From an optimization exercise on the open Yosys and OpenROAD flow, aimed at small area and a short achievable clock period; shortcuts taken in it are not production practice.
Function was not checked in any run shown here: the RTL went through the layout flow alone.
Power is estimated from default activity; no workload was simulated.

==> flow/design.v, too long to show whole: its modules and the start of the top module <==
// module user_logic: 1581 lines
// module mul_fa: 4 lines
// module mul_ha: 4 lines
// module mul_o22ai: 3 lines
// module mul_ao22: 3 lines
// module mul_x2: 3 lines
// module mul_maj3: 3 lines
// module mul_omux: 3 lines
module user_logic
(
  Bus2IP_Clk,                      
  Bus2IP_Reset,                    
  Bus2IP_Data,                     
  Bus2IP_BE,                       
  Bus2IP_RdCE,                     
  Bus2IP_WrCE,                     
  IP2Bus_Data,                     
  IP2Bus_RdAck,                    
  IP2Bus_WrAck,                    
  IP2Bus_Error                     
);
  // ...
==> flow/run.sh <==
#!/bin/bash
# synth_recipe.tcl (not shown) runs the flow's synth.tcl, then flattens the netlist and writes it again
# the make line also repeats each setting of config.mk as NAME=value (left out here)
make -C /OpenROAD-flow-scripts/flow DESIGN_CONFIG=/design/flow/config.mk WORK_HOME=/design/flow/orfs CLKGATE_MAP_FILE= SYNTH_SCRIPT=/design/flow/synth_recipe.tcl finish
==> flow/config.mk <==
export PLATFORM = sky130hd
export DESIGN_NAME = user_logic
export DESIGN_NICKNAME = user_logic
export VERILOG_FILES = /design/flow/design.v
export SDC_FILE = /design/flow/constraint.sdc
export NUM_CORES = 4
export LEC_CHECK = 0
export ABC_AREA = 0
export CAP_MARGIN = 20
export CORE_MARGIN = 2
export CORE_UTILIZATION = 40
export SETUP_SLACK_MARGIN = 4.0
export SLEW_MARGIN = 20
export SYNTH_HIERARCHICAL = 1
export SYNTH_MINIMUM_KEEP_SIZE = 0
==> flow/constraint.sdc <==
create_clock -name core_clock -period 8.0 [get_ports {Bus2IP_Clk}]
set_input_delay 1.6000 -clock core_clock [delete_from_list [all_inputs] [get_ports {Bus2IP_Clk}]]
set_output_delay 1.6000 -clock core_clock [all_outputs]
set_load 0.01 [all_outputs]
==> results.yml, run 1 <==
status:
  run_status: "complete, no violations"
route:
  wl_met1_um: 21700
  drtAntennaViolNets: 0
  route.met2.wl_um: 25600
  dr.first_iter.drc_count: 2103
sta:
  whs_ns: 0.426
  worst_pin_slew_ns: 1.13
  layout_setup_ws_ns: 3.69
  final.min_clock_period_ns: 4.31
worst_setup_path:
  critPathMaxFanout: 5
  cp_slowest_cell: "a222oi_1"
  r2r_setup_slack_ns: 4.03
  end_kind: "primary output"
  r2r_start: "slv_reg1[28]"
min_path:
  min_from: "p5_0"
  holdPathEnd: "slv_reg2[26]"
power_and_ir_drop:
  p_int_uw: 1570
  p_sw_frac: 0.334
  power_uw: 2360
  seq-power_uw: 952
place:
  place_ws_ns: 2.38
finish:
  top_regs: "slv_reg0 x32, slv_reg1 x32, slv_reg2 x32"
  num-multi-input-gates: 1301
  seq_cell_count: 170
  regArea_um2: 3430
  area_delta_synth_final_pct: 21.5
  final_common_cell: "xor2_1"
die:
  tap_cells: 511
  initial_core_util: 0.403
clock_tree:
  cts_buffers: 17
global_routing:
  grtUsageMet2: 0.450
synth:
  synth_cell_types: 46
  synth_top_cell_area_share: 0.283
  synth_top_family_by_area: "adder cells"
==> run 2, diff against run 1 <==
--- a/flow/design.v
+++ b/flow/design.v
@@ -994,369 +994,397 @@
   mul_fa u_n683 (.a(n312), .b(n32), .c(n354), .s(n683), .co(n684));
   wire n685, n686;
   mul_fa u_n685 (.a(n356), .b(n96), .c(n672), .s(n685), .co(n686));
   wire n687, n688;
   mul_fa u_n687 (.a(n674), .b(n681), .c(n683), .s(n687), .co(n688));
   wire n689, n690;
   mul_fa u_n689 (.a(n676), .b(n685), .c(n687), .s(n689), .co(n690));
   wire n691, n692;
-  mul_fa u_n691 (.a(n397), .b(n158), .c(n214), .s(n691), .co(n692));
+  mul_fa u_n691 (.a(n678), .b(n689), .c(n680), .s(n691), .co(n692));
   wire n693, n694;
-  mul_fa u_n693 (.a(n266), .b(n314), .c(n34), .s(n693), .co(n694));
+  mul_fa u_n693 (.a(n397), .b(n158), .c(n214), .s(n693), .co(n694));
   wire n695, n696;
-  mul_fa u_n695 (.a(n358), .b(n98), .c(n682), .s(n695), .co(n696));
+  mul_fa u_n695 (.a(n266), .b(n314), .c(n34), .s(n695), .co(n696));
   wire n697, n698;
-  mul_fa u_n697 (.a(n684), .b(n691), .c(n693), .s(n697), .co(n698));
+  mul_fa u_n697 (.a(n358), .b(n98), .c(n682), .s(n697), .co(n698));
   wire n699, n700;
-  mul_fa u_n699 (.a(n686), .b(n688), .c(n695), .s(n699), .co(n700));
+  mul_fa u_n699 (.a(n684), .b(n693), .c(n695), .s(n699), .co(n700));
   wire n701, n702;
-  mul_fa u_n701 (.a(n697), .b(n690), .c(n699), .s(n701), .co(n702));
+  mul_fa u_n701 (.a(n686), .b(n688), .c(n697), .s(n701), .co(n702));
   wire n703, n704;
-  mul_fa u_n703 (.a(n100), .b(n160), .c(n216), .s(n703), .co(n704));
+  mul_fa u_n703 (.a(n699), .b(n690), .c(n701), .s(n703), .co(n704));
   wire n705, n706;
-  mul_fa u_n705 (.a(n268), .b(n316), .c(n36), .s(n705), .co(n706));
+  mul_fa u_n705 (.a(n100), .b(n160), .c(n216), .s(n705), .co(n706));
   wire n707, n708;
-  mul_fa u_n707 (.a(n360), .b(n398), .c(n400), .s(n707), .co(n708));
+  mul_fa u_n707 (.a(n268), .b(n316), .c(n36), .s(n707), .co(n708));
   wire n709, n710;
-  mul_fa u_n709 (.a(n692), .b(n694), .c(n703), .s(n709), .co(n710));
+  mul_fa u_n709 (.a(n360), .b(n398), .c(n400), .s(n709), .co(n710));
   wire n711, n712;
-  mul_fa u_n711 (.a(n705), .b(n707), .c(n696), .s(n711), .co(n712));
+  mul_fa u_n711 (.a(n694), .b(n696), .c(n705), .s(n711), .co(n712));
   wire n713, n714;
-  mul_fa u_n713 (.a(n698), .b(n709), .c(n700), .s(n713), .co(n714));
+  mul_fa u_n713 (.a(n707), .b(n709), .c(n698), .s(n713), .co(n714));
   wire n715, n716;
-  mul_fa u_n715 (.a(n437), .b(n102), .c(n162), .s(n715), .co(n716));
+  mul_fa u_n715 (.a(n700), .b(n711), .c(n702), .s(n715), .co(n716));
   wire n717, n718;
-  mul_fa u_n717 (.a(n218), .b(n270), .c(n318), .s(n717), .co(n718));
+  mul_fa u_n717 (.a(n713), .b(n704), .c(n715), .s(n717), .co(n718));
   wire n719, n720;
-  mul_fa u_n719 (.a(n362), .b(n38), .c(n402), .s(n719), .co(n720));
+  mul_fa u_n719 (.a(n437), .b(n102), .c(n162), .s(n719), .co(n720));
   wire n721, n722;
-  mul_fa u_n721 (.a(n704), .b(n706), .c(n708), .s(n721), .co(n722));
+  mul_fa u_n721 (.a(n218), .b(n270), .c(n318), .s(n721), .co(n722));
   wire n723, n724;
-  mul_fa u_n723 (.a(n715), .b(n717), .c(n719), .s(n723), .co(n724));
+  mul_fa u_n723 (.a(n362), .b(n38), .c(n402), .s(n723), .co(n724));
   wire n725, n726;
-  mul_fa u_n725 (.a(n710), .b(n721), .c(n723), .s(n725), .co(n726));
+  mul_fa u_n725 (.a(n706), .b(n708), .c(n710), .s(n725), .co(n726));
   wire n727, n728;
-  mul_fa u_n727 (.a(n104), .b(n164), .c(n220), .s(n727), .co(n728));
+  mul_fa u_n727 (.a(n719), .b(n721), .c(n723), .s(n727), .co(n728));
   wire n729, n730;
-  mul_fa u_n729 (.a(n272), .b(n320), .c(n364), .s(n729), .co(n730));
+  mul_fa u_n729 (.a(n712), .b(n725), .c(n727), .s(n729), .co(n730));
   wire n731, n732;
-  mul_fa u_n731 (.a(n40), .b(n404), .c(n438), .s(n731), .co(n732));
+  mul_fa u_n731 (.a(n714), .b(n729), .c(n716), .s(n731), .co(n732));
   wire n733, n734;
-  mul_fa u_n733 (.a(n440), .b(n716), .c(n718), .s(n733), .co(n734));
+  mul_fa u_n733 (.a(n104), .b(n164), .c(n220), .s(n733), .co(n734));
   wire n735, n736;
-  mul_fa u_n735 (.a(n720), .b(n727), .c(n729), .s(n735), .co(n736));
+  mul_fa u_n735 (.a(n272), .b(n320), .c(n364), .s(n735), .co(n736));
   wire n737, n738;
-  mul_fa u_n737 (.a(n731), .b(n722), .c(n724), .s(n737), .co(n738));
+  mul_fa u_n737 (.a(n40), .b(n404), .c(n438), .s(n737), .co(n738));
   wire n739, n740;
-  mul_fa u_n739 (.a(n733), .b(n735), .c(n726), .s(n739), .co(n740));
+  mul_fa u_n739 (.a(n440), .b(n720), .c(n722), .s(n739), .co(n740));
   wire n741, n742;
-  mul_fa u_n741 (.a(n473), .b(n106), .c(n166), .s(n741), .co(n742));
+  mul_fa u_n741 (.a(n724), .b(n733), .c(n735), .s(n741), .co(n742));
   wire n743, n744;
-  mul_fa u_n743 (.a(n222), .b(n274), .c(n322), .s(n743), .co(n744));
+  mul_fa u_n743 (.a(n737), .b(n726), .c(n728), .s(n743), .co(n744));
   wire n745, n746;
-  mul_fa u_n745 (.a(n366), .b(n406), .c(n42), .s(n745), .co(n746));
+  mul_fa u_n745 (.a(n739), .b(n741), .c(n730), .s(n745), .co(n746));
   wire n747, n748;
-  mul_fa u_n747 (.a(n442), .b(n728), .c(n730), .s(n747), .co(n748));
+  mul_fa u_n747 (.a(n473), .b(n106), .c(n166), .s(n747), .co(n748));
   wire n749, n750;
-  mul_fa u_n749 (.a(n732), .b(n741), .c(n743), .s(n749), .co(n750));
+  mul_fa u_n749 (.a(n222), .b(n274), .c(n322), .s(n749), .co(n750));
   wire n751, n752;
-  mul_fa u_n751 (.a(n745), .b(n734), .c(n736), .s(n751), .co(n752));
+  mul_fa u_n751 (.a(n366), .b(n406), .c(n42), .s(n751), .co(n752));
   wire n753, n754;
-  mul_fa u_n753 (.a(n747), .b(n749), .c(n738), .s(n753), .co(n754));
+  mul_fa u_n753 (.a(n442), .b(n734), .c(n736), .s(n753), .co(n754));
   wire n755, n756;
-  mul_fa u_n755 (.a(n108), .b(n168), .c(n224), .s(n755), .co(n756));
+  mul_fa u_n755 (.a(n738), .b(n747), .c(n749), .s(n755), .co(n756));
   wire n757, n758;
-  mul_fa u_n757 (.a(n276), .b(n324), .c(n368), .s(n757), .co(n758));
+  mul_fa u_n757 (.a(n751), .b(n740), .c(n742), .s(n757), .co(n758));
   wire n759, n760;
-  mul_fa u_n759 (.a(n408), .b(n44), .c(n444), .s(n759), .co(n760));
+  mul_fa u_n759 (.a(n753), .b(n755), .c(n744), .s(n759), .co(n760));
   wire n761, n762;
-  mul_fa u_n761 (.a(n474), .b(n476), .c(n742), .s(n761), .co(n762));
+  mul_fa u_n761 (.a(n757), .b(n746), .c(n759), .s(n761), .co(n762));
   wire n763, n764;
-  mul_fa u_n763 (.a(n744), .b(n746), .c(n755), .s(n763), .co(n764));
+  mul_fa u_n763 (.a(n108), .b(n168), .c(n224), .s(n763), .co(n764));
   wire n765, n766;
-  mul_fa u_n765 (.a(n757), .b(n759), .c(n748), .s(n765), .co(n766));
+  mul_fa u_n765 (.a(n276), .b(n324), .c(n368), .s(n765), .co(n766));
   wire n767, n768;
-  mul_fa u_n767 (.a(n750), .b(n761), .c(n763), .s(n767), .co(n768));
+  mul_fa u_n767 (.a(n408), .b(n44), .c(n444), .s(n767), .co(n768));
   wire n769, n770;
-  mul_fa u_n769 (.a(n752), .b(n765), .c(n767), .s(n769), .co(n770));
+  mul_fa u_n769 (.a(n474), .b(n476), .c(n748), .s(n769), .co(n770));
   wire n771, n772;
-  mul_fa u_n771 (.a(n505), .b(n110), .c(n170), .s(n771), .co(n772));
+  mul_fa u_n771 (.a(n750), .b(n752), .c(n763), .s(n771), .co(n772));
   wire n773, n774;
-  mul_fa u_n773 (.a(n226), .b(n278), .c(n326), .s(n773), .co(n774));
+  mul_fa u_n773 (.a(n765), .b(n767), .c(n754), .s(n773), .co(n774));
   wire n775, n776;
-  mul_fa u_n775 (.a(n370), .b(n410), .c(n446), .s(n775), .co(n776));
+  mul_fa u_n775 (.a(n756), .b(n769), .c(n771), .s(n775), .co(n776));
   wire n777, n778;
-  mul_fa u_n777 (.a(n46), .b(n478), .c(n756), .s(n777), .co(n778));
+  mul_fa u_n777 (.a(n758), .b(n773), .c(n775), .s(n777), .co(n778));
   wire n779, n780;
-  mul_fa u_n779 (.a(n758), .b(n760), .c(n771), .s(n779), .co(n780));
+  mul_fa u_n779 (.a(n505), .b(n110), .c(n170), .s(n779), .co(n780));
   wire n781, n782;
-  mul_fa u_n781 (.a(n773), .b(n775), .c(n762), .s(n781), .co(n782));
+  mul_fa u_n781 (.a(n226), .b(n278), .c(n326), .s(n781), .co(n782));
   wire n783, n784;
-  mul_fa u_n783 (.a(n764), .b(n777), .c(n779), .s(n783), .co(n784));
+  mul_fa u_n783 (.a(n370), .b(n410), .c(n446), .s(n783), .co(n784));
   wire n785, n786;
-  mul_fa u_n785 (.a(n766), .b(n781), .c(n768), .s(n785), .co(n786));
+  mul_fa u_n785 (.a(n46), .b(n478), .c(n764), .s(n785), .co(n786));
   wire n787, n788;
-  mul_fa u_n787 (.a(n112), .b(n172), .c(n228), .s(n787), .co(n788));
+  mul_fa u_n787 (.a(n766), .b(n768), .c(n779), .s(n787), .co(n788));
   wire n789, n790;
-  mul_fa u_n789 (.a(n280), .b(n328), .c(n372), .s(n789), .co(n790));
+  mul_fa u_n789 (.a(n781), .b(n783), .c(n770), .s(n789), .co(n790));
   wire n791, n792;
-  mul_fa u_n791 (.a(n412), .b(n448), .c(n48), .s(n791), .co(n792));
+  mul_fa u_n791 (.a(n772), .b(n785), .c(n787), .s(n791), .co(n792));
   wire n793, n794;
-  mul_fa u_n793 (.a(n480), .b(n506), .c(n508), .s(n793), .co(n794));
+  mul_fa u_n793 (.a(n774), .b(n789), .c(n776), .s(n793), .co(n794));
   wire n795, n796;
-  mul_fa u_n795 (.a(n772), .b(n774), .c(n776), .s(n795), .co(n796));
+  mul_fa u_n795 (.a(n791), .b(n778), .c(n793), .s(n795), .co(n796));
   wire n797, n798;
-  mul_fa u_n797 (.a(n787), .b(n789), .c(n791), .s(n797), .co(n798));
+  mul_fa u_n797 (.a(n112), .b(n172), .c(n228), .s(n797), .co(n798));
   wire n799, n800;
-  mul_fa u_n799 (.a(n793), .b(n778), .c(n780), .s(n799), .co(n800));
+  mul_fa u_n799 (.a(n280), .b(n328), .c(n372), .s(n799), .co(n800));
   wire n801, n802;
-  mul_fa u_n801 (.a(n795), .b(n797), .c(n782), .s(n801), .co(n802));
+  mul_fa u_n801 (.a(n412), .b(n448), .c(n48), .s(n801), .co(n802));
   wire n803, n804;
-  mul_fa u_n803 (.a(n533), .b(n114), .c(n174), .s(n803), .co(n804));
+  mul_fa u_n803 (.a(n480), .b(n506), .c(n508), .s(n803), .co(n804));
   wire n805, n806;
-  mul_fa u_n805 (.a(n230), .b(n282), .c(n330), .s(n805), .co(n806));
+  mul_fa u_n805 (.a(n780), .b(n782), .c(n784), .s(n805), .co(n806));
   wire n807, n808;
-  mul_fa u_n807 (.a(n374), .b(n414), .c(n450), .s(n807), .co(n808));
+  mul_fa u_n807 (.a(n797), .b(n799), .c(n801), .s(n807), .co(n808));
   wire n809, n810;
-  mul_fa u_n809 (.a(n482), .b(n50), .c(n510), .s(n809), .co(n810));
+  mul_fa u_n809 (.a(n803), .b(n786), .c(n788), .s(n809), .co(n810));
   wire n811, n812;
-  mul_fa u_n811 (.a(n788), .b(n790), .c(n792), .s(n811), .co(n812));
+  mul_fa u_n811 (.a(n805), .b(n807), .c(n790), .s(n811), .co(n812));
   wire n813, n814;
-  mul_fa u_n813 (.a(n794), .b(n803), .c(n805), .s(n813), .co(n814));
+  mul_fa u_n813 (.a(n792), .b(n809), .c(n811), .s(n813), .co(n814));
   wire n815, n816;
-  mul_fa u_n815 (.a(n807), .b(n809), .c(n796), .s(n815), .co(n816));
+  mul_fa u_n815 (.a(n533), .b(n114), .c(n174), .s(n815), .co(n816));
   wire n817, n818;
-  mul_fa u_n817 (.a(n798), .b(n811), .c(n813), .s(n817), .co(n818));
+  mul_fa u_n817 (.a(n230), .b(n282), .c(n330), .s(n817), .co(n818));
   wire n819, n820;
-  mul_fa u_n819 (.a(n800), .b(n815), .c(n817), .s(n819), .co(n820));
+  mul_fa u_n819 (.a(n374), .b(n414), .c(n450), .s(n819), .co(n820));
   wire n821, n822;
-  mul_fa u_n821 (.a(n116), .b(n176), .c(n232), .s(n821), .co(n822));
+  mul_fa u_n821 (.a(n482), .b(n50), .c(n510), .s(n821), .co(n822));
   wire n823, n824;
-  mul_fa u_n823 (.a(n284), .b(n332), .c(n376), .s(n823), .co(n824));
+  mul_fa u_n823 (.a(n798), .b(n800), .c(n802), .s(n823), .co(n824));
   wire n825, n826;
-  mul_fa u_n825 (.a(n416), .b(n452), .c(n484), .s(n825), .co(n826));
+  mul_fa u_n825 (.a(n804), .b(n815), .c(n817), .s(n825), .co(n826));
   wire n827, n828;
-  mul_fa u_n827 (.a(n512), .b(n52), .c(n534), .s(n827), .co(n828));
+  mul_fa u_n827 (.a(n819), .b(n821), .c(n806), .s(n827), .co(n828));
   wire n829, n830;
-  mul_fa u_n829 (.a(n536), .b(n804), .c(n806), .s(n829), .co(n830));
+  mul_fa u_n829 (.a(n808), .b(n823), .c(n825), .s(n829), .co(n830));
   wire n831, n832;
-  mul_fa u_n831 (.a(n808), .b(n810), .c(n821), .s(n831), .co(n832));
+  mul_fa u_n831 (.a(n810), .b(n827), .c(n829), .s(n831), .co(n832));
   wire n833, n834;
-  mul_fa u_n833 (.a(n823), .b(n825), .c(n827), .s(n833), .co(n834));
+  mul_fa u_n833 (.a(n116), .b(n176), .c(n232), .s(n833), .co(n834));
   wire n835, n836;
-  mul_fa u_n835 (.a(n812), .b(n814), .c(n829), .s(n835), .co(n836));
+  mul_fa u_n835 (.a(n284), .b(n332), .c(n376), .s(n835), .co(n836));
   wire n837, n838;
-  mul_fa u_n837 (.a(n831), .b(n833), .c(n816), .s(n837), .co(n838));
+  mul_fa u_n837 (.a(n416), .b(n452), .c(n484), .s(n837), .co(n838));
   wire n839, n840;
-  mul_fa u_n839 (.a(n557), .b(n118), .c(n178), .s(n839), .co(n840));
+  mul_fa u_n839 (.a(n512), .b(n52), .c(n534), .s(n839), .co(n840));
   wire n841, n842;
-  mul_fa u_n841 (.a(n234), .b(n286), .c(n334), .s(n841), .co(n842));
+  mul_fa u_n841 (.a(n536), .b(n816), .c(n818), .s(n841), .co(n842));
   wire n843, n844;
-  mul_fa u_n843 (.a(n378), .b(n418), .c(n454), .s(n843), .co(n844));
+  mul_fa u_n843 (.a(n820), .b(n822), .c(n833), .s(n843), .co(n844));
   wire n845, n846;
-  mul_fa u_n845 (.a(n486), .b(n514), .c(n538), .s(n845), .co(n846));
+  mul_fa u_n845 (.a(n835), .b(n837), .c(n839), .s(n845), .co(n846));
   wire n847, n848;
-  mul_fa u_n847 (.a(n54), .b(n822), .c(n824), .s(n847), .co(n848));
+  mul_fa u_n847 (.a(n824), .b(n826), .c(n841), .s(n847), .co(n848));
   wire n849, n850;
-  mul_fa u_n849 (.a(n826), .b(n828), .c(n839), .s(n849), .co(n850));
+  mul_fa u_n849 (.a(n843), .b(n845), .c(n828), .s(n849), .co(n850));
   wire n851, n852;
-  mul_fa u_n851 (.a(n841), .b(n843), .c(n845), .s(n851), .co(n852));
+  mul_fa u_n851 (.a(n830), .b(n847), .c(n849), .s(n851), .co(n852));
   wire n853, n854;
-  mul_fa u_n853 (.a(n830), .b(n832), .c(n834), .s(n853), .co(n854));
+  mul_fa u_n853 (.a(n557), .b(n118), .c(n178), .s(n853), .co(n854));
   wire n855, n856;
-  mul_fa u_n855 (.a(n847), .b(n849), .c(n851), .s(n855), .co(n856));
+  mul_fa u_n855 (.a(n234), .b(n286), .c(n334), .s(n855), .co(n856));
   wire n857, n858;
-  mul_fa u_n857 (.a(n836), .b(n853), .c(n855), .s(n857), .co(n858));
+  mul_fa u_n857 (.a(n378), .b(n418), .c(n454), .s(n857), .co(n858));
   wire n859, n860;
-  mul_fa u_n859 (.a(n120), .b(n180), .c(n236), .s(n859), .co(n860));
+  mul_fa u_n859 (.a(n486), .b(n514), .c(n538), .s(n859), .co(n860));
   wire n861, n862;
-  mul_fa u_n861 (.a(n288), .b(n336), .c(n380), .s(n861), .co(n862));
+  mul_fa u_n861 (.a(n54), .b(n834), .c(n836), .s(n861), .co(n862));
   wire n863, n864;
-  mul_fa u_n863 (.a(n420), .b(n456), .c(n488), .s(n863), .co(n864));
+  mul_fa u_n863 (.a(n838), .b(n840), .c(n853), .s(n863), .co(n864));
   wire n865, n866;
-  mul_fa u_n865 (.a(n516), .b(n540), .c(n558), .s(n865), .co(n866));
+  mul_fa u_n865 (.a(n855), .b(n857), .c(n859), .s(n865), .co(n866));
   wire n867, n868;
-  mul_fa u_n867 (.a(n56), .b(n560), .c(n840), .s(n867), .co(n868));
+  mul_fa u_n867 (.a(n842), .b(n844), .c(n846), .s(n867), .co(n868));
   wire n869, n870;
-  mul_fa u_n869 (.a(n842), .b(n844), .c(n846), .s(n869), .co(n870));
+  mul_fa u_n869 (.a(n861), .b(n863), .c(n865), .s(n869), .co(n870));
   wire n871, n872;
-  mul_fa u_n871 (.a(n859), .b(n861), .c(n863), .s(n871), .co(n872));
+  mul_fa u_n871 (.a(n848), .b(n867), .c(n869), .s(n871), .co(n872));
   wire n873, n874;
-  mul_fa u_n873 (.a(n865), .b(n848), .c(n850), .s(n873), .co(n874));
+  mul_fa u_n873 (.a(n120), .b(n180), .c(n236), .s(n873), .co(n874));
   wire n875, n876;
-  mul_fa u_n875 (.a(n852), .b(n867), .c(n869), .s(n875), .co(n876));
+  mul_fa u_n875 (.a(n288), .b(n336), .c(n380), .s(n875), .co(n876));
   wire n877, n878;
-  mul_fa u_n877 (.a(n871), .b(n854), .c(n856), .s(n877), .co(n878));
+  mul_fa u_n877 (.a(n420), .b(n456), .c(n488), .s(n877), .co(n878));
   wire n879, n880;
-  mul_fa u_n879 (.a(n577), .b(n122), .c(n182), .s(n879), .co(n880));
+  mul_fa u_n879 (.a(n516), .b(n540), .c(n558), .s(n879), .co(n880));
   wire n881, n882;
-  mul_fa u_n881 (.a(n238), .b(n290), .c(n338), .s(n881), .co(n882));
+  mul_fa u_n881 (.a(n56), .b(n560), .c(n854), .s(n881), .co(n882));
   wire n883, n884;
-  mul_fa u_n883 (.a(n382), .b(n422), .c(n458), .s(n883), .co(n884));
+  mul_fa u_n883 (.a(n856), .b(n858), .c(n860), .s(n883), .co(n884));
   wire n885, n886;
-  mul_fa u_n885 (.a(n490), .b(n518), .c(n542), .s(n885), .co(n886));
+  mul_fa u_n885 (.a(n873), .b(n875), .c(n877), .s(n885), .co(n886));
   wire n887, n888;
-  mul_fa u_n887 (.a(n562), .b(n58), .c(n860), .s(n887), .co(n888));
+  mul_fa u_n887 (.a(n879), .b(n862), .c(n864), .s(n887), .co(n888));
   wire n889, n890;
-  mul_fa u_n889 (.a(n862), .b(n864), .c(n866), .s(n889), .co(n890));
+  mul_fa u_n889 (.a(n866), .b(n881), .c(n883), .s(n889), .co(n890));
   wire n891, n892;
-  mul_fa u_n891 (.a(n879), .b(n881), .c(n883), .s(n891), .co(n892));
+  mul_fa u_n891 (.a(n885), .b(n868), .c(n870), .s(n891), .co(n892));
   wire n893, n894;
-  mul_fa u_n893 (.a(n885), .b(n868), .c(n870), .s(n893), .co(n894));
+  mul_fa u_n893 (.a(n887), .b(n889), .c(n872), .s(n893), .co(n894));
   wire n895, n896;
-  mul_fa u_n895 (.a(n872), .b(n887), .c(n889), .s(n895), .co(n896));
+  mul_fa u_n895 (.a(n577), .b(n122), .c(n182), .s(n895), .co(n896));
   wire n897, n898;
-  mul_fa u_n897 (.a(n891), .b(n874), .c(n876), .s(n897), .co(n898));
+  mul_fa u_n897 (.a(n238), .b(n290), .c(n338), .s(n897), .co(n898));
   wire n899, n900;
-  mul_fa u_n899 (.a(n124), .b(n184), .c(n240), .s(n899), .co(n900));
+  mul_fa u_n899 (.a(n382), .b(n422), .c(n458), .s(n899), .co(n900));
   wire n901, n902;
-  mul_fa u_n901 (.a(n292), .b(n340), .c(n384), .s(n901), .co(n902));
+  mul_fa u_n901 (.a(n490), .b(n518), .c(n542), .s(n901), .co(n902));
   wire n903, n904;
-  mul_fa u_n903 (.a(n424), .b(n460), .c(n492), .s(n903), .co(n904));
+  mul_fa u_n903 (.a(n562), .b(n58), .c(n874), .s(n903), .co(n904));
   wire n905, n906;
-  mul_fa u_n905 (.a(n520), .b(n544), .c(n564), .s(n905), .co(n906));
+  mul_fa u_n905 (.a(n876), .b(n878), .c(n880), .s(n905), .co(n906));
   wire n907, n908;
-  mul_fa u_n907 (.a(n578), .b(n580), .c(n60), .s(n907), .co(n908));
+  mul_fa u_n907 (.a(n895), .b(n897), .c(n899), .s(n907), .co(n908));
   wire n909, n910;
-  mul_fa u_n909 (.a(n880), .b(n882), .c(n884), .s(n909), .co(n910));
+  mul_fa u_n909 (.a(n901), .b(n882), .c(n884), .s(n909), .co(n910));
   wire n911, n912;
-  mul_fa u_n911 (.a(n886), .b(n899), .c(n901), .s(n911), .co(n912));
+  mul_fa u_n911 (.a(n886), .b(n903), .c(n905), .s(n911), .co(n912));
   wire n913, n914;
-  mul_fa u_n913 (.a(n903), .b(n905), .c(n907), .s(n913), .co(n914));
+  mul_fa u_n913 (.a(n907), .b(n888), .c(n890), .s(n913), .co(n914));
   wire n915, n916;
-  mul_fa u_n915 (.a(n888), .b(n890), .c(n892), .s(n915), .co(n916));
+  mul_fa u_n915 (.a(n909), .b(n911), .c(n892), .s(n915), .co(n916));
   wire n917, n918;
-  mul_fa u_n917 (.a(n909), .b(n911), .c(n913), .s(n917), .co(n918));
+  mul_fa u_n917 (.a(n124), .b(n184), .c(n240), .s(n917), .co(n918));
   wire n919, n920;
-  mul_fa u_n919 (.a(n894), .b(n896), .c(n915), .s(n919), .co(n920));
+  mul_fa u_n919 (.a(n292), .b(n340), .c(n384), .s(n919), .co(n920));
   wire n921, n922;
-  mul_fa u_n921 (.a(n593), .b(n126), .c(n186), .s(n921), .co(n922));
+  mul_fa u_n921 (.a(n424), .b(n460), .c(n492), .s(n921), .co(n922));
   wire n923, n924;
-  mul_fa u_n923 (.a(n242), .b(n294), .c(n342), .s(n923), .co(n924));
+  mul_fa u_n923 (.a(n520), .b(n544), .c(n564), .s(n923), .co(n924));
   wire n925, n926;
-  mul_fa u_n925 (.a(n386), .b(n426), .c(n462), .s(n925), .co(n926));
+  mul_fa u_n925 (.a(n578), .b(n580), .c(n60), .s(n925), .co(n926));
   wire n927, n928;
-  mul_fa u_n927 (.a(n494), .b(n522), .c(n546), .s(n927), .co(n928));
+  mul_fa u_n927 (.a(n896), .b(n898), .c(n900), .s(n927), .co(n928));
   wire n929, n930;
-  mul_fa u_n929 (.a(n566), .b(n582), .c(n62), .s(n929), .co(n930));
+  mul_fa u_n929 (.a(n902), .b(n917), .c(n919), .s(n929), .co(n930));
   wire n931, n932;
-  mul_fa u_n931 (.a(n900), .b(n902), .c(n904), .s(n931), .co(n932));
+  mul_fa u_n931 (.a(n921), .b(n923), .c(n925), .s(n931), .co(n932));
   wire n933, n934;
-  mul_fa u_n933 (.a(n906), .b(n908), .c(n921), .s(n933), .co(n934));
+  mul_fa u_n933 (.a(n904), .b(n906), .c(n908), .s(n933), .co(n934));
   wire n935, n936;
-  mul_fa u_n935 (.a(n923), .b(n925), .c(n927), .s(n935), .co(n936));
+  mul_fa u_n935 (.a(n927), .b(n929), .c(n931), .s(n935), .co(n936));
   wire n937, n938;
-  mul_fa u_n937 (.a(n929), .b(n910), .c(n912), .s(n937), .co(n938));
+  mul_fa u_n937 (.a(n910), .b(n912), .c(n933), .s(n937), .co(n938));
   wire n939, n940;
-  mul_fa u_n939 (.a(n914), .b(n931), .c(n933), .s(n939), .co(n940));
+  mul_fa u_n939 (.a(n935), .b(n914), .c(n937), .s(n939), .co(n940));
   wire n941, n942;
-  mul_fa u_n941 (.a(n935), .b(n916), .c(n918), .s(n941), .co(n942));
+  mul_fa u_n941 (.a(n593), .b(n126), .c(n186), .s(n941), .co(n942));
   wire n943, n944;
-  mul_fa u_n943 (.a(n128), .b(n188), .c(n244), .s(n943), .co(n944));
+  mul_fa u_n943 (.a(n242), .b(n294), .c(n342), .s(n943), .co(n944));
   wire n945, n946;
-  mul_fa u_n945 (.a(n296), .b(n344), .c(n388), .s(n945), .co(n946));
+  mul_fa u_n945 (.a(n386), .b(n426), .c(n462), .s(n945), .co(n946));
   wire n947, n948;
-  mul_fa u_n947 (.a(n428), .b(n464), .c(n496), .s(n947), .co(n948));
+  mul_fa u_n947 (.a(n494), .b(n522), .c(n546), .s(n947), .co(n948));
   wire n949, n950;
-  mul_fa u_n949 (.a(n524), .b(n548), .c(n568), .s(n949), .co(n950));
+  mul_fa u_n949 (.a(n566), .b(n582), .c(n62), .s(n949), .co(n950));
   wire n951, n952;
-  mul_fa u_n951 (.a(n584), .b(n594), .c(n596), .s(n951), .co(n952));
+  mul_fa u_n951 (.a(n918), .b(n920), .c(n922), .s(n951), .co(n952));
   wire n953, n954;
-  mul_fa u_n953 (.a(n64), .b(n922), .c(n924), .s(n953), .co(n954));
+  mul_fa u_n953 (.a(n924), .b(n926), .c(n941), .s(n953), .co(n954));
   wire n955, n956;
-  mul_fa u_n955 (.a(n926), .b(n928), .c(n930), .s(n955), .co(n956));
+  mul_fa u_n955 (.a(n943), .b(n945), .c(n947), .s(n955), .co(n956));
   wire n957, n958;
-  mul_fa u_n957 (.a(n943), .b(n945), .c(n947), .s(n957), .co(n958));
+  mul_fa u_n957 (.a(n949), .b(n928), .c(n930), .s(n957), .co(n958));
   wire n959, n960;
-  mul_fa u_n959 (.a(n949), .b(n951), .c(n932), .s(n959), .co(n960));
+  mul_fa u_n959 (.a(n932), .b(n951), .c(n953), .s(n959), .co(n960));
   wire n961, n962;
-  mul_fa u_n961 (.a(n934), .b(n936), .c(n953), .s(n961), .co(n962));
+  mul_fa u_n961 (.a(n955), .b(n934), .c(n936), .s(n961), .co(n962));
   wire n963, n964;
-  mul_fa u_n963 (.a(n955), .b(n957), .c(n938), .s(n963), .co(n964));
+  mul_fa u_n963 (.a(n957), .b(n959), .c(n938), .s(n963), .co(n964));
   wire n965, n966;
-  mul_fa u_n965 (.a(n959), .b(n940), .c(n961), .s(n965), .co(n966));
+  mul_fa u_n965 (.a(n128), .b(n188), .c(n244), .s(n965), .co(n966));
   wire n967, n968;
-  mul_fa u_n967 (.a(n605), .b(n130), .c(n190), .s(n967), .co(n968));
+  mul_fa u_n967 (.a(n296), .b(n344), .c(n388), .s(n967), .co(n968));
   wire n969, n970;
-  mul_fa u_n969 (.a(n246), .b(n298), .c(n346), .s(n969), .co(n970));
+  mul_fa u_n969 (.a(n428), .b(n464), .c(n496), .s(n969), .co(n970));
   wire n971, n972;
-  mul_fa u_n971 (.a(n390), .b(n430), .c(n466), .s(n971), .co(n972));
+  mul_fa u_n971 (.a(n524), .b(n548), .c(n568), .s(n971), .co(n972));
   wire n973, n974;
-  mul_fa u_n973 (.a(n498), .b(n526), .c(n550), .s(n973), .co(n974));
+  mul_fa u_n973 (.a(n584), .b(n594), .c(n596), .s(n973), .co(n974));
   wire n975, n976;
-  mul_fa u_n975 (.a(n570), .b(n586), .c(n598), .s(n975), .co(n976));
+  mul_fa u_n975 (.a(n64), .b(n942), .c(n944), .s(n975), .co(n976));
   wire n977, n978;
-  mul_fa u_n977 (.a(n66), .b(n944), .c(n946), .s(n977), .co(n978));
+  mul_fa u_n977 (.a(n946), .b(n948), .c(n950), .s(n977), .co(n978));
   wire n979, n980;
-  mul_fa u_n979 (.a(n948), .b(n950), .c(n952), .s(n979), .co(n980));
+  mul_fa u_n979 (.a(n965), .b(n967), .c(n969), .s(n979), .co(n980));
   wire n981, n982;
-  mul_fa u_n981 (.a(n967), .b(n969), .c(n971), .s(n981), .co(n982));
+  mul_fa u_n981 (.a(n971), .b(n973), .c(n952), .s(n981), .co(n982));
   wire n983, n984;
-  mul_fa u_n983 (.a(n973), .b(n975), .c(n954), .s(n983), .co(n984));
+  mul_fa u_n983 (.a(n954), .b(n956), .c(n975), .s(n983), .co(n984));
   wire n985, n986;
-  mul_fa u_n985 (.a(n956), .b(n958), .c(n977), .s(n985), .co(n986));
+  mul_fa u_n985 (.a(n977), .b(n979), .c(n958), .s(n985), .co(n986));
   wire n987, n988;
-  mul_fa u_n987 (.a(n979), .b(n981), .c(n960), .s(n987), .co(n988));
+  mul_fa u_n987 (.a(n981), .b(n960), .c(n983), .s(n987), .co(n988));
   wire n989, n990;
-  mul_fa u_n989 (.a(n962), .b(n983), .c(n985), .s(n989), .co(n990));
-  wire n991;
-  mul_x2 u_n991 (.a(n132), .b(n192), .y(n991));
-  wire n992;
-  mul_x2 u_n992 (.a(n248), .b(n300), .y(n992));
-  wire n993;
-  mul_x2 u_n993 (.a(n348), .b(n392), .y(n993));
-  wire n994;
-  mul_x2 u_n994 (.a(n432), .b(n468), .y(n994));
-  wire n995;
-  mul_x2 u_n995 (.a(n500), .b(n528), .y(n995));
-  wire n996;
-  mul_x2 u_n996 (.a(n552), .b(n572), .y(n996));
-  wire n997;
-  mul_x2 u_n997 (.a(n588), .b(n600), .y(n997));
-  wire n998;
-  mul_x2 u_n998 (.a(n606), .b(n608), .y(n998));
-  wire n999;
-  mul_x2 u_n999 (.a(n68), .b(n991), .y(n999));
-  wire n1000;
-  mul_x2 u_n1000 (.a(n992), .b(n993), .y(n1000));
-  wire n1001;
-  mul_x2 u_n1001 (.a(n994), .b(n995), .y(n1001));
-  wire n1002;
-  mul_x2 u_n1002 (.a(n996), .b(n997), .y(n1002));
-  wire n1003;
-  mul_x2 u_n1003 (.a(n998), .b(n968), .y(n1003));
-  wire n1004;
-  mul_x2 u_n1004 (.a(n970), .b(n972), .y(n1004));
-  wire n1005;
-  mul_x2 u_n1005 (.a(n974), .b(n976), .y(n1005));
-  wire n1006;
-  mul_x2 u_n1006 (.a(n1000), .b(n1001), .y(n1006));
-  wire n1007;
-  mul_x2 u_n1007 (.a(n1002), .b(n999), .y(n1007));
-  wire n1008;
-  mul_x2 u_n1008 (.a(n1003), .b(n1004), .y(n1008));
-  wire n1009;
-  mul_x2 u_n1009 (.a(n1005), .b(n1006), .y(n1009));
-  wire n1010;
-  mul_x2 u_n1010 (.a(n1007), .b(n978), .y(n1010));
-  wire n1011;
-  mul_x2 u_n1011 (.a(n980), .b(n1008), .y(n1011));
-  wire n1012;
-  mul_x2 u_n1012 (.a(n982), .b(n1009), .y(n1012));
-  wire n1013;
-  mul_x2 u_n1013 (.a(n1010), .b(n1011), .y(n1013));
-  wire n1014;
-  mul_x2 u_n1014 (.a(n1012), .b(n984), .y(n1014));
-  wire n1015;
-  mul_x2 u_n1015 (.a(n986), .b(n1013), .y(n1015));
-  wire n1016;
-  mul_x2 u_n1016 (.a(n1014), .b(n1015), .y(n1016));
+  mul_fa u_n989 (.a(n962), .b(n985), .c(n987), .s(n989), .co(n990));
+  wire n991, n992;
+  mul_fa u_n991 (.a(n605), .b(n130), .c(n190), .s(n991), .co(n992));
+  wire n993, n994;
+  mul_fa u_n993 (.a(n246), .b(n298), .c(n346), .s(n993), .co(n994));
+  wire n995, n996;
+  mul_fa u_n995 (.a(n390), .b(n430), .c(n466), .s(n995), .co(n996));
+  wire n997, n998;
+  mul_fa u_n997 (.a(n498), .b(n526), .c(n550), .s(n997), .co(n998));
+  wire n999, n1000;
+  mul_fa u_n999 (.a(n570), .b(n586), .c(n598), .s(n999), .co(n1000));
+  wire n1001, n1002;
+  mul_fa u_n1001 (.a(n66), .b(n966), .c(n968), .s(n1001), .co(n1002));
+  wire n1003, n1004;
+  mul_fa u_n1003 (.a(n970), .b(n972), .c(n974), .s(n1003), .co(n1004));
+  wire n1005, n1006;
+  mul_fa u_n1005 (.a(n991), .b(n993), .c(n995), .s(n1005), .co(n1006));
+  wire n1007, n1008;
+  mul_fa u_n1007 (.a(n997), .b(n999), .c(n976), .s(n1007), .co(n1008));
+  wire n1009, n1010;
+  mul_fa u_n1009 (.a(n978), .b(n1001), .c(n1003), .s(n1009), .co(n1010));
+  wire n1011, n1012;
+  mul_fa u_n1011 (.a(n980), .b(n1005), .c(n982), .s(n1011), .co(n1012));
+  wire n1013, n1014;
+  mul_fa u_n1013 (.a(n1007), .b(n984), .c(n1009), .s(n1013), .co(n1014));
+  wire n1015, n1016;
+  mul_fa u_n1015 (.a(n1011), .b(n986), .c(n988), .s(n1015), .co(n1016));
   wire n1017;
-  mul_x2 u_n1017 (.a(n988), .b(n990), .y(n1017));
+  mul_x2 u_n1017 (.a(n132), .b(n192), .y(n1017));
+  wire n1018;
+  mul_x2 u_n1018 (.a(n248), .b(n300), .y(n1018));
+  wire n1019;
+  mul_x2 u_n1019 (.a(n348), .b(n392), .y(n1019));
+  wire n1020;
+  mul_x2 u_n1020 (.a(n432), .b(n468), .y(n1020));
+  wire n1021;
+  mul_x2 u_n1021 (.a(n500), .b(n528), .y(n1021));
+  wire n1022;
+  mul_x2 u_n1022 (.a(n552), .b(n572), .y(n1022));
+  wire n1023;
+  mul_x2 u_n1023 (.a(n588), .b(n600), .y(n1023));
+  wire n1024;
+  mul_x2 u_n1024 (.a(n606), .b(n608), .y(n1024));
+  wire n1025;
+  mul_x2 u_n1025 (.a(n68), .b(n1017), .y(n1025));
+  wire n1026;
+  mul_x2 u_n1026 (.a(n1018), .b(n1019), .y(n1026));
+  wire n1027;
+  mul_x2 u_n1027 (.a(n1020), .b(n1021), .y(n1027));
+  wire n1028;
+  mul_x2 u_n1028 (.a(n1022), .b(n1023), .y(n1028));
+  wire n1029;
+  mul_x2 u_n1029 (.a(n1024), .b(n1000), .y(n1029));
+  wire n1030;
+  mul_x2 u_n1030 (.a(n992), .b(n994), .y(n1030));
+  wire n1031;
+  mul_x2 u_n1031 (.a(n996), .b(n998), .y(n1031));
+  wire n1032;
+  mul_x2 u_n1032 (.a(n1025), .b(n1026), .y(n1032));
+  wire n1033;
+  mul_x2 u_n1033 (.a(n1027), .b(n1028), .y(n1033));
+  wire n1034;
+  mul_x2 u_n1034 (.a(n1029), .b(n1030), .y(n1034));
+  wire n1035;
+  mul_x2 u_n1035 (.a(n1031), .b(n1032), .y(n1035));
+  wire n1036;
+  mul_x2 u_n1036 (.a(n1033), .b(n1002), .y(n1036));
+  wire n1037;
+  mul_x2 u_n1037 (.a(n1004), .b(n1034), .y(n1037));
+  wire n1038;
+  mul_x2 u_n1038 (.a(n1006), .b(n1035), .y(n1038));
+  wire n1039;
+  mul_x2 u_n1039 (.a(n1036), .b(n1037), .y(n1039));
+  wire n1040;
+  mul_x2 u_n1040 (.a(n1038), .b(n1008), .y(n1040));
+  wire n1041;
+  mul_x2 u_n1041 (.a(n1010), .b(n1039), .y(n1041));
+  wire n1042;
+  mul_x2 u_n1042 (.a(n1040), .b(n1041), .y(n1042));
+  wire n1043;
+  mul_x2 u_n1043 (.a(n1012), .b(n1014), .y(n1043));
+  wire n1044;
+  mul_x2 u_n1044 (.a(n1042), .b(n1043), .y(n1044));
   reg         p0_0;
   reg         p1_0;
   reg         p2_0;
   reg         p3_0;
   reg         p4_0;
   reg         p5_0;
   reg         p6_0;
   reg         p7_0;
@@ -1365,69 +1393,55 @@
   reg         p8_1;
   reg         p9_0;
   reg         p10_0;
   reg         p10_1;
   reg         p11_0;
   reg         p12_0;
   reg         p12_1;
   reg         p13_0;
-  reg         p13_1;
-  reg         p13_2;
   reg         p14_0;
+  reg         p14_1;
   reg         p15_0;
-  reg         p15_1;
-  reg         p15_2;
   reg         p16_0;
   reg         p16_1;
-  reg         p16_2;
   reg         p17_0;
   reg         p17_1;
+  reg         p17_2;
   reg         p18_0;
-  reg         p18_1;
-  reg         p18_2;
   reg         p19_0;
   reg         p19_1;
+  reg         p19_2;
   reg         p20_0;
-  reg         p20_1;
-  reg         p20_2;
   reg         p21_0;
   reg         p21_1;
   reg         p21_2;
-  reg         p21_3;
   reg         p22_0;
   reg         p22_1;
+  reg         p22_2;
   reg         p23_0;
   reg         p23_1;
-  reg         p23_2;
-  reg         p23_3;
   reg         p24_0;
   reg         p24_1;
+  reg         p24_2;
   reg         p25_0;
   reg         p25_1;
-  reg         p25_2;
-  reg         p25_3;
   reg         p26_0;
   reg         p26_1;
   reg         p26_2;
-  reg         p26_3;
   reg         p27_0;
   reg         p27_1;
-  reg         p27_2;
   reg         p28_0;
   reg         p28_1;
   reg         p28_2;
-  reg         p28_3;
   reg         p29_0;
   reg         p29_1;
-  reg         p29_2;
   reg         p30_0;
   reg         p30_1;
   reg         p30_2;
-  reg         p30_3;
   reg         p31_0;
   reg         p31_1;
   always @(posedge Bus2IP_Clk) begin
     rst_d <= Bus2IP_Reset;
     p0_0 <= n5;
     p1_0 <= n609;
     p2_0 <= n611;
     p3_0 <= n615;
@@ -1439,146 +1453,110 @@
     p8_0 <= n638;
     p8_1 <= n643;
     p9_0 <= n651;
     p10_0 <= n659;
     p10_1 <= n652;
     p11_0 <= n669;
     p12_0 <= n670;
     p12_1 <= n679;
-    p13_0 <= n678;
-    p13_1 <= n689;
-    p13_2 <= n680;
-    p14_0 <= n701;
-    p15_0 <= n711;
-    p15_1 <= n702;
-    p15_2 <= n713;
-    p16_0 <= n712;
-    p16_1 <= n725;
-    p16_2 <= n714;
-    p17_0 <= n737;
-    p17_1 <= n739;
-    p18_0 <= n751;
-    p18_1 <= n740;
-    p18_2 <= n753;
-    p19_0 <= n754;
-    p19_1 <= n769;
-    p20_0 <= n783;
-    p20_1 <= n770;
-    p20_2 <= n785;
-    p21_0 <= n784;
-    p21_1 <= n799;
-    p21_2 <= n801;
-    p21_3 <= n786;
-    p22_0 <= n802;
-    p22_1 <= n819;
-    p23_0 <= n818;
-    p23_1 <= n835;
-    p23_2 <= n837;
-    p23_3 <= n820;
-    p24_0 <= n838;
-    p24_1 <= n857;
-    p25_0 <= n873;
-    p25_1 <= n875;
-    p25_2 <= n858;
-    p25_3 <= n877;
-    p26_0 <= n893;
-    p26_1 <= n895;
-    p26_2 <= n878;
-    p26_3 <= n897;
-    p27_0 <= n917;
-    p27_1 <= n898;
-    p27_2 <= n919;
-    p28_0 <= n937;
-    p28_1 <= n939;
-    p28_2 <= n920;
-    p28_3 <= n941;
-    p29_0 <= n942;
-    p29_1 <= n963;
-    p29_2 <= n965;
-    p30_0 <= n964;
-    p30_1 <= n987;
-    p30_2 <= n966;
-    p30_3 <= n989;
+    p13_0 <= n691;
+    p14_0 <= n703;
+    p14_1 <= n692;
+    p15_0 <= n717;
+    p16_0 <= n718;
+    p16_1 <= n731;
+    p17_0 <= n743;
+    p17_1 <= n745;
+    p17_2 <= n732;
+    p18_0 <= n761;
+    p19_0 <= n760;
+    p19_1 <= n777;
+    p19_2 <= n762;
+    p20_0 <= n795;
+    p21_0 <= n794;
+    p21_1 <= n813;
+    p21_2 <= n796;
+    p22_0 <= n812;
+    p22_1 <= n831;
+    p22_2 <= n814;
+    p23_0 <= n832;
+    p23_1 <= n851;
+    p24_0 <= n850;
+    p24_1 <= n871;
+    p24_2 <= n852;
+    p25_0 <= n891;
+    p25_1 <= n893;
+    p26_0 <= n913;
+    p26_1 <= n894;
+    p26_2 <= n915;
+    p27_0 <= n916;
+    p27_1 <= n939;
+    p28_0 <= n961;
+    p28_1 <= n940;
+    p28_2 <= n963;
+    p29_0 <= n964;
+    p29_1 <= n989;
+    p30_0 <= n1013;
+    p30_1 <= n1015;
+    p30_2 <= n990;
     p31_0 <= n1016;
-    p31_1 <= n1017;
+    p31_1 <= n1044;
   end
-  wire n1018, n1019;
-  mul_fa u_n1018 (.a(p13_0), .b(p13_1), .c(p13_2), .s(n1018), .co(n1019));
-  wire n1020, n1021;
-  mul_fa u_n1020 (.a(p15_0), .b(p15_1), .c(p15_2), .s(n1020), .co(n1021));
-  wire n1022, n1023;
-  mul_fa u_n1022 (.a(p16_0), .b(p16_1), .c(p16_2), .s(n1022), .co(n1023));
-  wire n1024, n1025;
-  mul_fa u_n1024 (.a(p17_0), .b(p17_1), .c(n1023), .s(n1024), .co(n1025));
-  wire n1026, n1027;
-  mul_fa u_n1026 (.a(p18_0), .b(p18_1), .c(p18_2), .s(n1026), .co(n1027));
-  wire n1028, n1029;
-  mul_fa u_n1028 (.a(p19_0), .b(p19_1), .c(n1027), .s(n1028), .co(n1029));
-  wire n1030, n1031;
-  mul_fa u_n1030 (.a(p20_0), .b(p20_1), .c(p20_2), .s(n1030), .co(n1031));
-  wire n1032, n1033;
-  mul_fa u_n1032 (.a(p21_0), .b(p21_1), .c(p21_2), .s(n1032), .co(n1033));
-  wire n1034, n1035;
-  mul_fa u_n1034 (.a(p21_3), .b(n1031), .c(n1032), .s(n1034), .co(n1035));
-  wire n1036, n1037;
-  mul_fa u_n1036 (.a(p22_0), .b(p22_1), .c(n1033), .s(n1036), .co(n1037));
-  wire n1038, n1039;
-  mul_fa u_n1038 (.a(p23_0), .b(p23_1), .c(p23_2), .s(n1038), .co(n1039));
-  wire n1040, n1041;
-  mul_fa u_n1040 (.a(p23_3), .b(n1038), .c(n1037), .s(n1040), .co(n1041));
-  wire n1042, n1043;
-  mul_fa u_n1042 (.a(p24_0), .b(p24_1), .c(n1039), .s(n1042), .co(n1043));
-  wire n1044, n1045;
-  mul_fa u_n1044 (.a(p25_0), .b(p25_1), .c(p25_2), .s(n1044), .co(n1045));
-  wire n1046, n1047;
-  mul_fa u_n1046 (.a(p25_3), .b(n1044), .c(n1043), .s(n1046), .co(n1047));
-  wire n1048, n1049;
-  mul_fa u_n1048 (.a(p26_0), .b(p26_1), .c(p26_2), .s(n1048), .co(n1049));
-  wire n1050, n1051;
-  mul_fa u_n1050 (.a(p26_3), .b(n1045), .c(n1048), .s(n1050), .co(n1051));
-  wire n1052, n1053;
-  mul_fa u_n1052 (.a(p27_0), .b(p27_1), .c(p27_2), .s(n1052), .co(n1053));
-  wire n1054, n1055;
-  mul_fa u_n1054 (.a(n1049), .b(n1052), .c(n1051), .s(n1054), .co(n1055));
-  wire n1056, n1057;
-  mul_fa u_n1056 (.a(p28_0), .b(p28_1), .c(p28_2), .s(n1056), .co(n1057));
-  wire n1058, n1059;
-  mul_fa u_n1058 (.a(p28_3), .b(n1053), .c(n1056), .s(n1058), .co(n1059));
-  wire n1060, n1061;
-  mul_fa u_n1060 (.a(p29_0), .b(p29_1), .c(p29_2), .s(n1060), .co(n1061));
-  wire n1062, n1063;
-  mul_fa u_n1062 (.a(n1057), .b(n1060), .c(n1059), .s(n1062), .co(n1063));
-  wire n1064, n1065;
-  mul_fa u_n1064 (.a(p30_0), .b(p30_1), .c(p30_2), .s(n1064), .co(n1065));
-  wire n1066, n1067;
-  mul_fa u_n1066 (.a(p30_3), .b(n1061), .c(n1064), .s(n1066), .co(n1067));
-  wire n1068;
-  mul_x2 u_n1068 (.a(p31_0), .b(p31_1), .y(n1068));
+  wire n1045, n1046;
+  mul_fa u_n1045 (.a(p17_0), .b(p17_1), .c(p17_2), .s(n1045), .co(n1046));
+  wire n1047, n1048;
+  mul_fa u_n1047 (.a(p19_0), .b(p19_1), .c(p19_2), .s(n1047), .co(n1048));
+  wire n1049, n1050;
+  mul_fa u_n1049 (.a(p21_0), .b(p21_1), .c(p21_2), .s(n1049), .co(n1050));
+  wire n1051, n1052;
+  mul_fa u_n1051 (.a(p22_0), .b(p22_1), .c(p22_2), .s(n1051), .co(n1052));
+  wire n1053, n1054;
+  mul_fa u_n1053 (.a(p23_0), .b(p23_1), .c(n1052), .s(n1053), .co(n1054));
+  wire n1055, n1056;
+  mul_fa u_n1055 (.a(p24_0), .b(p24_1), .c(p24_2), .s(n1055), .co(n1056));
+  wire n1057, n1058;
+  mul_fa u_n1057 (.a(p25_0), .b(p25_1), .c(n1056), .s(n1057), .co(n1058));
+  wire n1059, n1060;
+  mul_fa u_n1059 (.a(p26_0), .b(p26_1), .c(p26_2), .s(n1059), .co(n1060));
+  wire n1061, n1062;
+  mul_fa u_n1061 (.a(p27_0), .b(p27_1), .c(n1060), .s(n1061), .co(n1062));
+  wire n1063, n1064;
+  mul_fa u_n1063 (.a(p28_0), .b(p28_1), .c(p28_2), .s(n1063), .co(n1064));
+  wire n1065, n1066;
+  mul_fa u_n1065 (.a(p29_0), .b(p29_1), .c(n1064), .s(n1065), .co(n1066));
+  wire n1067, n1068;
+  mul_fa u_n1067 (.a(p30_0), .b(p30_1), .c(p30_2), .s(n1067), .co(n1068));
   wire n1069;
-  mul_x2 u_n1069 (.a(n1068), .b(n1065), .y(n1069));
+  mul_x2 u_n1069 (.a(p31_0), .b(p31_1), .y(n1069));
   wire n1070;
-  mul_x2 u_n1070 (.a(n1069), .b(n1067), .y(n1070));
-  wire [31:0] prod = {n1070, n1066, n1062, n1058, n1054, n1050, n1046, n1042, n1040, n1035, n1034, n1030, n1028, n1026, n1024, n1021, n1020, p14_0, n1018, p12_0, p11_0, p10_0, p9_0, p8_0, p7_0, p6_0, p5_0, p4_0, p3_0, p2_0, p1_0, p0_0} + {1'b0, n1063, 1'b0, n1055, 1'b0, n1047, 1'b0, n1041, 1'b0, n1036, 1'b0, n1029, 1'b0, n1025, 1'b0, n1022, 1'b0, n1019, 1'b0, p12_1, 1'b0, p10_1, 1'b0, p8_1, p7_1, 1'b0, 1'b0, 1'b0, 1'b0, 1'b0, 1'b0, 1'b0};
+  mul_x2 u_n1070 (.a(n1069), .b(n1068), .y(n1070));
+  wire [31:0] prod = {n1070, n1067, n1065, n1063, n1061, n1059, n1057, n1055, n1053, n1050, n1049, p20_0, n1047, p18_0, n1045, p16_0, p15_0, p14_0, p13_0, p12_0, p11_0, p10_0, p9_0, p8_0, p7_0, p6_0, p5_0, p4_0, p3_0, p2_0, p1_0, p0_0} + {1'b0, n1066, 1'b0, n1062, 1'b0, n1058, 1'b0, n1054, 1'b0, n1051, 1'b0, n1048, 1'b0, n1046, 1'b0, p16_1, 1'b0, p14_1, 1'b0, p12_1, 1'b0, p10_1, 1'b0, p8_1, p7_1, 1'b0, 1'b0, 1'b0, 1'b0, 1'b0, 1'b0, 1'b0};
   always @(posedge Bus2IP_Clk) begin
     if (Bus2IP_Reset | rst_d)
       slv_reg2 <= 0;
     else
       slv_reg2 <= {prod[31], prod[30], prod[29], prod[28], prod[27], prod[26], prod[25], prod[24], prod[23], prod[22], prod[21], prod[20], prod[19], prod[18], prod[17], prod[16], prod[15], prod[14], prod[13], prod[12], prod[11], prod[10], prod[9], prod[8], prod[7], prod[6], prod[5], prod[4], prod[3], prod[2], prod[1], prod[0]};
   end
   genvar gi;
   generate for (gi = 0; gi < 32; gi = gi + 1) begin : g_rd
     wire many;
     if (gi % 8 == 0) begin : g_dec
-      mul_maj3 u_many (.a(Bus2IP_RdCE[0]), .b(Bus2IP_RdCE[1]), .c(Bus2IP_RdCE[2]), .y(many));
+      wire n01, n2x;
+      mul_nand2 u_n01 (.a(Bus2IP_RdCE[0]), .b(Bus2IP_RdCE[1]), .y(n01));
+      mul_o21ai u_n2x (.a(Bus2IP_RdCE[0]), .b(Bus2IP_RdCE[1]), .c(Bus2IP_RdCE[2]), .y(n2x));
+      mul_nand2 u_many (.a(n01), .b(n2x), .y(many));
     end else begin : g_use
       assign many = g_rd[gi - gi % 8].many;
     end
-    mul_omux u_omux (.many(many), .s0(Bus2IP_RdCE[0]), .s1(Bus2IP_RdCE[1]), .s2(Bus2IP_RdCE[2]),
-                     .d0(slv_reg0[gi]), .d1(slv_reg1[gi]), .d2(slv_reg2[gi]), .y(IP2Bus_Data[gi]));
+    wire n0, n1, n2;
+    mul_nand2 u_n0 (.a(Bus2IP_RdCE[0]), .b(slv_reg0[gi]), .y(n0));
+    mul_nand2 u_n1 (.a(Bus2IP_RdCE[1]), .b(slv_reg1[gi]), .y(n1));
+    mul_nand2 u_n2 (.a(Bus2IP_RdCE[2]), .b(slv_reg2[gi]), .y(n2));
+    mul_a31oi u_y (.a(n0), .b(n1), .c(n2), .d(many), .y(IP2Bus_Data[gi]));
   end endgenerate
   assign IP2Bus_WrAck = Bus2IP_WrCE[0] | Bus2IP_WrCE[1] | Bus2IP_WrCE[2];
   assign IP2Bus_RdAck = Bus2IP_RdCE[0] | Bus2IP_RdCE[1] | Bus2IP_RdCE[2];
   assign IP2Bus_Error = 1'b0;
 endmodule
 module mul_fa (input a, input b, input c, output s, output co);
   assign s  = a ^ b ^ c;
   assign co = (a & b) | (a & c) | (b & c);
@@ -1591,14 +1569,23 @@
   assign y = ~((a | b) & (c | d));
 endmodule
 module mul_ao22 (input a, input b, input c, input d, output y);
   assign y = (a & b) | (c & d);
 endmodule
 module mul_x2 (input a, input b, output y);
   assign y = a ^ b;
 endmodule
+module mul_o21ai (input a, input b, input c, output y);
+  assign y = ~((a | b) & c);
+endmodule
+module mul_nand2 (input a, input b, output y);
+  assign y = ~(a & b);
+endmodule
+module mul_a31oi (input a, input b, input c, input d, output y);
+  assign y = ~((a & b & c) | d);
+endmodule
 module mul_maj3 (input a, input b, input c, output y);
   assign y = (a & b) | (a & c) | (b & c);
 endmodule
 module mul_omux (input many, input s0, input s1, input s2, input d0, input d1, input d2, output y);
   assign y = ~many & ((s0 & d0) | (s1 & d1) | (s2 & d2));
 endmodule
==> flow/flow/run.sh (new file) <==
#!/bin/bash
set -euo pipefail
bash standard.sh "BUFFER_PORTS_ARGS=-buffer_cell sky130_fd_sc_hd__buf_2" \
  "CTS_ARGS=-sink_clustering_enable -repair_clock_nets -dont_use_dummy_load -sink_clustering_size 20" \
  finish > make.log 2>&1
==> flow/standard.sh (new file) <==
#!/bin/bash
# synth_recipe.tcl (not shown) runs the flow's synth.tcl, then flattens the netlist and writes it again
# the make line also repeats each setting of config.mk as NAME=value (left out here)
make -C /OpenROAD-flow-scripts/flow DESIGN_CONFIG=/design/flow/config.mk WORK_HOME=/design/flow/orfs CLKGATE_MAP_FILE= SYNTH_SCRIPT=/design/flow/synth_recipe.tcl "${@:-finish}"
removed: flow/run.sh
==> run 2 against run 1 <==
Effect of this change:
- global-route usage grew 1.3 points
- synthesized cell count grew 3.3%
- highest routed layer unchanged
- worst hold slack gained 0.0034 ns
- critical path depth grew 4
- fmax grew 6.2%
- clock power shrank 18%
- critical path type is now reg -> reg
- sequential share of layout area shrank 1.8 points
- setup slack gained 0.25 ns
- die area grew 0.62%
- first-iteration DRC count is essentially flat
==> results.yml, run 2 <==
global_routing:
  grt_pass1_wl_um: 90100
  antenna_found_initial: 4
  grt_pass1_vias: 14400
  gr-total-overflow: 0
  grt_usage: 0.311
  grt_max_degree: 70
power_and_ir_drop:
  ir_worst_vdd_mv: 0.161
  p_per_area_nw_per_um2: 116
  p_leak_uw: 0.00917
clock_tree:
  cts_tree: "done"
  clk_pin_slew_ns: 0.07
  cts_root_buf: "clkbuf_16"
  postCtsHoldBufs: 0
  htreeDepth: 4
  ctsLongestPathBuffers: 2
  clock-sinks: 156
  cts_buffers: 17
  clock_latency_ns: 0.46
finish:
  fin_cells: 2316
  layout.nets: 2080
  final_cell_mix: "xor2_1 (299), o22ai_1 (251), fa_1 (206)"
  multi_input_area_um2: 12400
  final_common_cell: "xor2_1"
  regArea_um2: 3190
  drive_above_1_share: 0.195
  top_regs: "slv_reg0 x32, slv_reg1 x32, slv_reg2 x32"
  area_delta_synth_final_pct: 23.9
  post-route-util: 0.502
  fillers: 3400
worst_setup_path:
  r2r_setup_slack_ns: 3.94
  worstPathArrival_ns: 4.37
  worst-setup-path-type: "reg -> reg"
  r2r_start: "slv_reg1[22]"
  cp-start-kind: "register"
  r2r_cells: 10
  cp.required_ns: 8.32
  end_kind: "register"
  critPathMaxFanout: 9
  rr_endpoint: "p20_0"
sta:
  layout_setup_ws_ns: 3.94
  worst_pin_slew_ns: 0.957
  slew_headroom: 0.357
  finalSetupViolCount: 0
  fin_skew_ns: 0.0319
  fin_setup_tns_ns: 0
  slew_viol_final: 0
  rsz0062_at_grt: "true"
  whs_ns: 0.429
  final.min_clock_period_ns: 4.06
  fmax_mhz: 246
  period_share: 0.507
  hold_violations: 0
synth:
  synth.area.top_cells: "fa_1 (28%), dfxtp_1 (21%), xor2_1 (18%), o22ai_1 (11%), nand2_1 (4.9%)"
  synth-edff-count: 0
  synth_top_cell_area_share: 0.282
  synth_nets: 1881
  yosysMostFrequentCell: "xor2_1"
  synth_area_um2: 15200
  ys.flop_type: "dfxtp_1"
  ys_ff_latch: 156
  syn_avg_cell_area_um2: 9.47
  ys.warnings.count: 7
  synth_cell_types: 57
  synth_common_cells: "xor2_1 (305), o22ai_1 (258), fa_1 (214)"
  yosysTopAreaCell: "fa_1"
  seq_area_frac_synth: 0.205
  postSynthCellCount: 1607
  async_reset_ff_frac: 0
route:
  route.met2.wl_um: 26000
  dr.first_iter.drc_count: 2104
  wire_per_inst_um: 26.7
  routed_via_density: 6.30
  drc: 0
  vias: 14600
  wl_um: 61800
  met3WireLength_um: 7970
  top_layer: "met5"
  first_pass_iters: 13
  drtAntennaViolNets: 0
  wl_met1_um: 23400
min_path:
  min_from: "p6_0"
  min-delay-path-class: "reg -> reg"
  worstHoldPathCells: 1
  holdPathEnd: "slv_reg2[25]"
die:
  rows: 71
  die_y_um: 199
  ios: 79
  initial_core_util: 0.405
  die_area_um2: 39600
  die_x_um: 199
  coreArea_um2: 37600
place:
  dp.cells: 2175
  gp_congestion: 0.886
  place_ws_ns: 3.35
  dp_hpwl_um: 36100
  port_buffers: 77
job:
  cap_violations: 0
status:
  run_status: "complete, no violations"
==> run 2: power by group <==
part           leakage [uW]  switching [uW]  total [uW]  internal, uW
Clock              0.000209             294         661           367
Combinational       0.00767             406         643           237
Sequential          0.00129            49.1         891           842
Total               0.00917             749        2190          1450
==> run 2: cell families after synthesis <==
family | after synthesis | share of synthesized area
AO/OA/AOI/OAI | 400 | 0.163
AND/OR/NAND/NOR | 389 | 0.115
XOR/XNOR | 309 | 0.178
adder cells (fa/ha/maj) | 230 | 0.295
flip-flops | 156 | 0.205
buffers and inverters | 87 | 0.0219
multiplexers | 35 | 0.0230
other | 1 | 0.000246
==> run 2: metal layers <==
metal | track usage | vias to the layer above
met5 | 0 | -
met4 | 0.182 | 2
met3 | 0.0960 | 337
met2 | 0.463 | 1151
met1 | 0.397 | 7042
li1 | - | 6052
==> run 2: stage by stage <==
stage | total power [uW] | cell area [um^2]
2_1_floorplan | 1250 | 15400
3_3_place_gp | 1440 | 16400
3_5_place_dp | 1450 | 16400
4_1_cts | 2170 | 18300
5_1_grt | 2280 | 18800
6_report | 2190 | 18900
==> run 2: per-module statistics from Yosys, one instance, submodules excluded <==
module      times used  area, um^2  flip-flops and latches
mul_a31oi           32        6.26                       0
mul_fa             213        20.0                       0
mul_ha               3        12.5                       0
mul_nand2          104        3.75                       0
mul_o21ai            4        5.00                       0
mul_o22ai          256        6.26                       0
mul_x2             286        8.76                       0
user_logic           1        6200                     156
==> run 2: repair_timing <==
action                                 CTS  global route
buffers inserted                        71            33
setup endpoints to repair               78            45
endpoints found under the hold margin    0             0
cloned                                  16             3
gates resized for setup                 89            53
pin swaps                               12            16
==> run 2: worst max-delay path: stages (launching register included) <==
cell and delay, ns:
dfxtp_4 0.46, xor2_4 0.23, buf_4 0.16, clkinvlp_4 0.20
o22ai_1 0.27, xor2_1 0.29, fa_1 0.52, fa_1 0.42
fa_1 0.43, fa_1 0.46, fa_1 0.46
==> run 2: worst max-delay path by stage <==
stage | startpoint | to | depth (start not counted)
after floorplan | slv_reg1[26] | p27_1 | 10
after global placement | Bus2IP_RdCE[1] | IP2Bus_Data[10] | 5
after CTS | Bus2IP_RdCE[0] | IP2Bus_Data[8] | 5
after global routing | Bus2IP_RdCE[0] | IP2Bus_Data[12] | 5
after detailed placement | Bus2IP_RdCE[1] | IP2Bus_Data[14] | 5
final | slv_reg1[22] | p20_0 | 10
==> run 2: area by class of cell <==
class / instances / area share
Antenna cell: 1 / 0.000133
Clock buffer: 17 / 0.0226
Inverter: 55 / 0.0138
Multi-Input combinational cell: 1369 / 0.659
Sequential cell: 156 / 0.169
Tap cell: 511 / 0.0339
Timing Repair Buffer: 198 / 0.0982
Timing Repair inverter: 9 / 0.00358

-- what the ideal ports hide --
No port has a modelled driver above. Below, the same layouts with a new extraction and two added sets of constraints.
Step 1: set_driving_cell puts a clkbuf_16 on Bus2IP_Clk and a buf_2 on each other input, an assumption about the parent block.
Step 2 also shifts input and output timing later by t, the mid clock arrival at the registers, as if the neighbouring blocks saw the same clock.
Slacks: no drivers / after step 1 / after step 2; pairs: no drivers / after step 1.
| run | t (ns) | setup slack, ns | worst hold slack (ns) | worst setup path at the end |
|---|---|---|---|---|
| run 1 | 0.510 | 3.691 / 3.643 / 3.643 | 0.426 / 0.426 / 0.426 | input to output |
| run 2 | 0.497 | 3.943 / 3.815 / 3.815 | 0.429 / 0.429 / 0.429 | input to output |
After both steps every run listed still meets setup and hold. For run 2, which loses most, drivers alone change the setup slack by -0.128 ns; drivers and shift together by -0.128 ns.
